From an optimization exercise on the open Yosys and OpenROAD flow, aimed at small area; shortcuts taken in it are not production practice.
The RTL was checked by simulation tests, not by an equivalence proof against the original design.
Power and IR drop assume default switching activity.

==> design.v <==
`timescale 1ns / 1ps
module Fitbit(
    input CLK,
    input start,
    input reset,
    input [1:0] select,
    output [6:0] sseg,
    output [3:0] an,
    output SI,
    output dp
    );
assign dp = 1'b1;
reg [12:0] g_cnt;
reg        g_sec;
wire g_end  = (g_cnt[12] & g_cnt[9] & g_cnt[8] & g_cnt[7] & g_cnt[3]);  
wire g_tick = g_end & ~g_sec;
always @(posedge CLK) begin
    if (reset) begin
        g_cnt <= 13'd0;
        g_sec <= 1'b0;
    end else if (g_end) begin
        g_cnt <= 13'd1;
        g_sec <= ~g_sec;
    end else
        g_cnt <= g_cnt + 13'd1;
end
reg [9:0] hclk;
always @(posedge CLK) begin
    if (reset)
        hclk <= 10'd0;
    else if (g_tick) begin
        if ((select == 2'b11) & start)
            hclk <= hclk + 10'd1;
        else
            hclk <= 10'd0;
    end
end
reg [3:0] code;
always @(*) begin
    case (select)
        2'b00: code = 4'd1;
        2'b01: code = 4'd2;
        2'b10: code = 4'd3;
        default: begin
            if (hclk == 10'd0)                       code = 4'd4;
            else if (hclk == 10'd1)                  code = 4'd5;
            else if (hclk == 10'd2 || hclk == 10'd8) code = 4'd6;
            else if (hclk == 10'd3)                  code = 4'd7;
            else if (hclk == 10'd4)                  code = 4'd8;
            else if (hclk == 10'd5 || hclk == 10'd7) code = 4'd9;
            else if (hclk == 10'd6)                  code = 4'd10;
            else if (hclk < 10'd74)                  code = 4'd11;
            else if (hclk < 10'd80)                  code = 4'd12;
            else if (hclk < 10'd145)                 code = 4'd13;
            else                                     code = 4'd0;
        end
    endcase
end
reg [8:0] half;
always @(*) begin
    case (code)
        4'd1:  half = 9'd156;
        4'd2:  half = 9'd78;
        4'd3:  half = 9'd39;
        4'd4:  half = 9'd250;
        4'd5:  half = 9'd152;
        4'd6:  half = 9'd76;
        4'd7:  half = 9'd185;
        4'd8:  half = 9'd71;
        4'd9:  half = 9'd167;
        4'd10: half = 9'd263;
        4'd11: half = 9'd72;
        4'd12: half = 9'd147;
        4'd13: half = 9'd40;
        default: half = 9'bxxxxxxxxx;
    endcase
end
reg [3:0] prev_code;
reg [8:0] p_cnt;
reg       pulse;
reg       step;           
wire p_toggle = (code == prev_code) & start & (code != 4'd0) & (p_cnt == half);
always @(posedge CLK) begin
    if (reset)
        prev_code <= 4'd0;
    else
        prev_code <= code;
end
always @(posedge CLK) begin
    if (code != prev_code)
        p_cnt <= 9'd2;
    else if (start & (code != 4'd0)) begin
        if (p_toggle)
            p_cnt <= 9'd1;
        else
            p_cnt <= p_cnt + 9'd1;
    end
end
always @(posedge CLK) begin
    if (reset) begin
        pulse <= 1'b0;
        step  <= 1'b0;
    end else begin
        pulse <= pulse ^ (p_toggle & ~reset);
        step  <= p_toggle & ~pulse;
    end
end
reg [12:0] t_cnt;
reg        t_sec;
wire t_end  = (t_cnt[12] & t_cnt[9] & t_cnt[8] & t_cnt[7] & t_cnt[3]);  
wire tick   = t_end & ~t_sec;
always @(posedge CLK) begin
    if (reset) begin
        t_cnt <= 13'd0;
        t_sec <= 1'b0;
    end else if (t_end) begin
        t_cnt <= 13'd0;
        t_sec <= ~t_sec;
    end else
        t_cnt <= t_cnt + 13'd1;
end
reg [6:0] sps;
wire over32 = sps[6] | (sps[5] & (|sps[4:0]));
wire high   = sps[6];
always @(posedge CLK) begin
    if (reset)
        sps <= 7'd0;
    else if (tick)
        sps <= {6'd0, step};
    else if (step & ~sps[6])
        sps <= sps + 7'd1;
end
reg [3:0] nine;
reg [3:0] o32;
always @(posedge CLK) begin
    if (reset) begin
        nine <= 4'd0;
        o32  <= 4'd0;
    end else if (tick & ~(nine[3] & nine[0])) begin
        nine <= nine + 4'd1;
        if (over32)
            o32 <= o32 + 4'd1;
    end
end
reg [5:0] hac;
reg       over60;
wire hac60 = hac[5] & hac[4] & hac[3] & hac[2];
wire ha_add = tick & hac60 & high;
always @(posedge CLK) begin
    if (reset) begin
        hac    <= 6'd0;
        over60 <= 1'b0;
    end else if (tick) begin
        if (~high) begin
            hac    <= 6'd0;
            over60 <= 1'b0;
        end else if (~hac60)
            hac <= hac + 6'd1;
        else
            over60 <= 1'b1;
    end
end
reg [3:0] ha0, ha1, ha2, ha3;
wire add1  = ha_add & over60;
wire add60 = ha_add & ~over60;
wire c0 = add1 & (ha0 == 4'd9);
wire [4:0] t1 = {1'b0, ha1} + (add60 ? 5'd6 : {4'd0, c0});
wire c1 = (t1 > 5'd9);
wire c2 = c1 & (ha2 == 4'd9);
always @(posedge CLK) begin
    if (reset) begin
        ha0 <= 4'd0; ha1 <= 4'd0; ha2 <= 4'd0; ha3 <= 4'd0;
    end else begin
        if (add1) ha0 <= c0 ? 4'd0 : ha0 + 4'd1;
        ha1 <= c1 ? t1[3:0] - 4'd10 : t1[3:0];
        if (c1) ha2 <= c2 ? 4'd0 : ha2 + 4'd1;
        if (c2) ha3 <= (ha3 == 4'd9) ? 4'd0 : ha3 + 4'd1;
    end
end
reg [3:0] s0, s1, s2, s3;
reg       sat;
wire all9 = s0[3] & s0[0] & s1[3] & s1[0] & s2[3] & s2[0] & s3[3] & s3[0];
wire sinc = step & ~all9;
wire sc0 = sinc & s0[3] & s0[0];
wire sc1 = sc0 & s1[3] & s1[0];
wire sc2 = sc1 & s2[3] & s2[0];
always @(posedge CLK) begin
    if (reset) begin
        s0 <= 4'd0; s1 <= 4'd0; s2 <= 4'd0; s3 <= 4'd0;
        sat <= 1'b0;
    end else begin
        if (step & all9) sat <= 1'b1;
        if (sinc) s0 <= sc0 ? 4'd0 : s0 + 4'd1;
        if (sc0)  s1 <= sc1 ? 4'd0 : s1 + 4'd1;
        if (sc1)  s2 <= sc2 ? 4'd0 : s2 + 4'd1;
        if (sc2)  s3 <= s3 + 4'd1;
    end
end
reg [10:0] pre;
reg [3:0]  m0, m1;
wire minc = step & (&pre);
wire mc0  = minc & m0[3] & m0[0];
always @(posedge CLK) begin
    if (reset) begin
        pre <= 11'd0;
        m0  <= 4'd0;
        m1  <= 4'd0;
    end else begin
        if (step) pre <= pre + 11'd1;
        if (minc) m0 <= mc0 ? 4'd0 : m0 + 4'd1;
        if (mc0)  m1 <= (m1[3] & m1[0]) ? 4'd0 : m1 + 4'd1;
    end
end
reg [2:0] rot;
always @(posedge CLK) begin
    if (reset)
        rot <= 3'd0;
    else if (tick)
        rot <= rot + 3'd1;
end
wire [1:0] mode = rot[2:1];
assign SI = (mode == 2'd0) & sat;
reg [6:0] scan;
always @(posedge CLK) begin
    if (reset)
        scan <= 7'd16;
    else
        scan <= scan + 7'd1;
end
wire [1:0] dig = scan[6:5];
assign an = ~(4'b1000 >> dig);
reg [3:0] d;
always @(*) begin
    case (mode)
        2'd0: case (dig)
                2'd0: d = s3;
                2'd1: d = s2;
                2'd2: d = s1;
                default: d = s0;
              endcase
        2'd1: case (dig)
                2'd0: d = m1;
                2'd1: d = m0;
                2'd2: d = 4'd15;
                default: d = pre[10] ? 4'd5 : 4'd0;
              endcase
        2'd2: d = (dig == 2'd3) ? o32 : 4'd0;
        default: case (dig)
                2'd0: d = ha3;
                2'd1: d = ha2;
                2'd2: d = ha1;
                default: d = ha0;
              endcase
    endcase
end
reg [6:0] seg;
always @(*) begin
    case (d)
        4'd0: seg = 7'b0000001;
        4'd1: seg = 7'b1001111;
        4'd2: seg = 7'b0010010;
        4'd3: seg = 7'b0000110;
        4'd4: seg = 7'b1001100;
        4'd5: seg = 7'b0100100;
        4'd6: seg = 7'b0100000;
        4'd7: seg = 7'b0001111;
        4'd8: seg = 7'b0000000;
        4'd9: seg = 7'b0000100;
        4'd15: seg = 7'b1110111;
        default: seg = 7'bxxxxxxx;
    endcase
end
assign sseg = seg;
endmodule
==> run.sh <==
#!/bin/bash
# synth_recipe.tcl (not shown) runs the flow's synth.tcl, then flattens the netlist and writes it again
# the make line also repeats each setting of config.mk as NAME=value (left out here)
make -C /OpenROAD-flow-scripts/flow DESIGN_CONFIG=/design/flow/config.mk WORK_HOME=/design/flow/orfs CLKGATE_MAP_FILE= SYNTH_SCRIPT=/design/flow/synth_recipe.tcl finish
==> config.mk <==
export PLATFORM = sky130hd
export DESIGN_NAME = Fitbit
export DESIGN_NICKNAME = Fitbit
export VERILOG_FILES = /design/flow/design.v
export SDC_FILE = /design/flow/constraint.sdc
export NUM_CORES = 4
export LEC_CHECK = 0
export CAP_MARGIN = 20
export CORE_MARGIN = 2
export CORE_UTILIZATION = 40
export SLEW_MARGIN = 20
==> constraint.sdc <==
create_clock -name core_clock -period 25.0 [get_ports {CLK}]
set_input_delay 5.0000 -clock core_clock [delete_from_list [all_inputs] [get_ports {CLK}]]
set_output_delay 5.0000 -clock core_clock [all_outputs]
set_load 0.01 [all_outputs]
==> results.txt <==
-- report_power, final --
part	internal, mW	total, mW	switching (mW)
Clock	0.172	0.264	0.0924
Sequential	0.220	0.222	0.00202
Combinational	0.00793	0.0214	0.0135
-- placed cells by master (no fill, tap or decap), drive strengths merged, types with 20 or more instances in the layout --
cell    Yosys  routed
dfxtp     137     137
nor2      130     130
nand2      75      75
xor2       48      48
ha         46      46
xnor2      43      43
a21oi      38      38
nand3      35      35
inv        26      26
and3       25      25
o21ai      21      21
nand4      20      20
clkbuf     26      20
-- Yosys cell counts, types with 18 or more instances --
| master | instances |
|---|---|
| clkbuf_1 | 26 |
| nand3_1 | 35 |
| ha_1 | 46 |
| xnor2_1 | 43 |
| dfxtp_1 | 137 |
| nand2_1 | 75 |
| a21oi_1 | 37 |
| xor2_1 | 48 |
| inv_1 | 25 |
| and3_1 | 25 |
| o21ai_0 | 18 |
| nand4_1 | 20 |
| nor2_1 | 130 |
-- per-layer routing --
metal	up-vias	track usage	wire length, µm
met2	74	0.2314	6112
met1	2594	0.2098	7327
met5	-	0	0
li1	2997	-	-
met4	0	0.05369	266
met3	25	0.03897	449
-- worst paths after layout --
kind / slack [ps] / cells after the start / to / startpoint
max: 16170 / 14 / p_cnt[4] / select[1]
min: 440 / 1 / scan[0] / scan[0]
max reg2reg: 20830 / 15 / ha3[1] / t_cnt[8]
min reg2reg: 440 / 1 / scan[0] / scan[0]
-- per-stage QoR --
step	power (mW)	utilization	hold WS, ps
5_1_grt	0.5287	0.4628	465.0
3_3_place_gp	0.2487	0.4280	427.2
6_report	0.5079	0.4628	441.3
4_1_cts	0.5149	0.4628	439.8
3_5_place_dp	0.2484	0.4280	432.0
2_1_floorplan	0.2431	-	413.2
-- cell type report --
| class | instances | area, µm² |
|---|---|---|
| Clock buffer | 20 | 456.7 |
| Clock inverter | 12 | 172.7 |
| Fill cell | 1736 | 9716 |
| Inverter | 26 | 97.59 |
| Multi-Input combinational cell | 661 | 4437 |
| Sequential cell | 137 | 2743 |
| Tap cell | 229 | 286.5 |
| Timing Repair Buffer | 19 | 177.7 |
-- kinds of logic after synthesis --
kind of cell               Yosys count  synth area share
and+or+nand+nor                    367            0.2430
DFF                                137            0.3699
AOI/OAI and AO/OA                  130            0.1212
xor gates and xnor gates            91            0.1075
buffers and inverters               59           0.03172
adders and majority gates           47           0.08032
muxes                               25           0.04590
other                                1         0.0005058
-- flip-flops by register name, indices dropped and copies added (netlist names), 6 cells and up --
signal and flops:
t_cnt 13, scan 7, pre 11, sps 7
hclk 10, p_cnt 9, g_cnt 13, hac 6
-- worst reg2reg max path: stages (launching register included) --
cell and delay [ps]:
dfxtp_1 350, and2_1 150, nand4_1 190, or3_1 470, nor4_1 340, ha_1 260
fa_1 420, inv_1 140, ha_1 160, nand2_1 50, a32oi_1 140, a22oi_1 280
nor3_1 510, nand2_1 170, or3_1 370, a21oi_1 110
==> impl_metrics.tcl <==
set metrics [dict create \
    critPathArrivalTime_ps 9120 \
    core_area_um2 18090 \
    synth_area_leaders "dfxtp_1, ha_1, nor2_1" \
    final_area_um2 8371 \
    dominantRegCellSynth "dfxtp_1" \
    num_io_pins 18 \
    synthArstFlopShare 0 \
    dieArea_um2 19640 \
    dp_hpwl_um 9888 \
    drv_slew 0 \
    synth_edf_count 0 \
    tns_ps 0 \
    cts_buffers 17 \
    period_needed_ps 8826 \
    cp-start-kind "input pin" \
    cts_root_buf "clkbuf_16" \
    grt_use_total 0.1522 \
    stdcell_count 1104 \
    placedCellCount 1072 \
    clkLatencyLatePin_ps 420 \
    syn_area_um2 7415 \
    rows 49 \
    cts_sinks 137 \
    grt_overflow 0 \
    port_buffers 16 \
    final_layout_size_suffix_gt1_frac 0.07200 \
    antenna_found_initial 0 \
    ctsHoldBuffers 0 \
    skew_ps 7.946 \
    crit_chain "clkdlybuf4s50_1 -> ha_1 -> nor3b_2 -> o211ai_2 -> o31ai_2 -> inv_1 -> ha_1 -> nand3b_1 -> o32ai_1 -> a311oi_1 -> a211oi_1 -> nand4_1 -> o31ai_2 -> nor2_1" \
    cts_tree "yes" \
    postRouteAntennaNets 0 \
    place_ws_ps 15760 \
    grt_pass1_vias 5408 \
    synth_top_area_frac 0.3699 \
    fmax_mhz 113.3 \
    synth-seq-area-share 0.3699 \
    grt_max_degree 73 \
    yosysTopAreaCell "dfxtp_1" \
    cts.path.max_buffers 2 \
    synth_fp_nets 909 \
    cts_setup_buffers 0 \
    nets 914 \
    dr.pass1.iters 20 \
    crit_path_max_incr_delay_ps 530 \
    layout_setup_ws_ps 16170 \
    ys_ff_latch 137 \
    place_area_um2 7741 \
    avgSynthCellArea_um2 8.652 \
    tightest_slew_ps 946.6 \
    netlist_instances 857 \
    yosysWarningCount 1 \
    routedWlPerCell_um 12.82 \
    cts_resized 0 \
    fin_crit_sh 0.3530 \
    clk_pin_slew_worst_paths_ps 60 \
    rsz0062_at_grt "no" \
    grt_pass1_wl_um 25070 \
    p_leak_nw 3.218 \
    finalHoldViolations 0 \
    place.gp.congestion 0.8852 \
    cellPowerDensity_nw_per_um2 60.67 \
    crit_buf_inv 2 \
    antenna_cells 0 \
    vias 5690 \
    drc_errors 0 \
    cts_max_level 4 \
    crit_type "input pin to flop" \
    path_max_fanout 11 \
    area_delta_synth_final_pct 12.89 \
    setup_viol 0 \
    via_per_inst 5.154 \
    synth_cell_types 73 \
    ir_drop_mv 0.05123 \
    outcome "finished clean" \
    initial_core_util 0.4100 \
    hold_class "flop to flop" \
    fp.dieH_um 140.2 \
    crit_path_top_delay_cell "o31ai_2" \
    drt_iter0_drc 248 \
    critPathCaptureType "flop" \
    drt_wl_total_um 14160 \
    cap_violations 0 \
    die_w_um 140.2 \
    crit_family "compound AO/OA/AOI/OAI gates" \
    required_ps 25290 \
    relSlewSlack 0.3666 \
]

-- re-timing with driven ports --
No port has a modelled driver above. Below, the same layout with a new extraction and two added sets of constraints.
Step 1, drivers: a clkbuf_16 drives CLK and a buf_2 each remaining input, both assumed.
Step 2 times the ports against the registers' clock, not the clock port: input delays grow and output delays shrink by t, the midpoint of the rising clock arrivals with the driver on.
Slacks: ideal / step 1 / step 2; pairs: ideal / step 1.
t, ns: 0.455
slack for setup (ns): 16.174 / 16.192 / 15.737
latest minus earliest clock arrival (ns): 0.009 / 0.009
cell pins on the clock port's net: 1
After both steps this run still meets setup and hold. For this run, drivers alone change the setup slack by +0.018 ns; drivers and shift together by -0.437 ns.
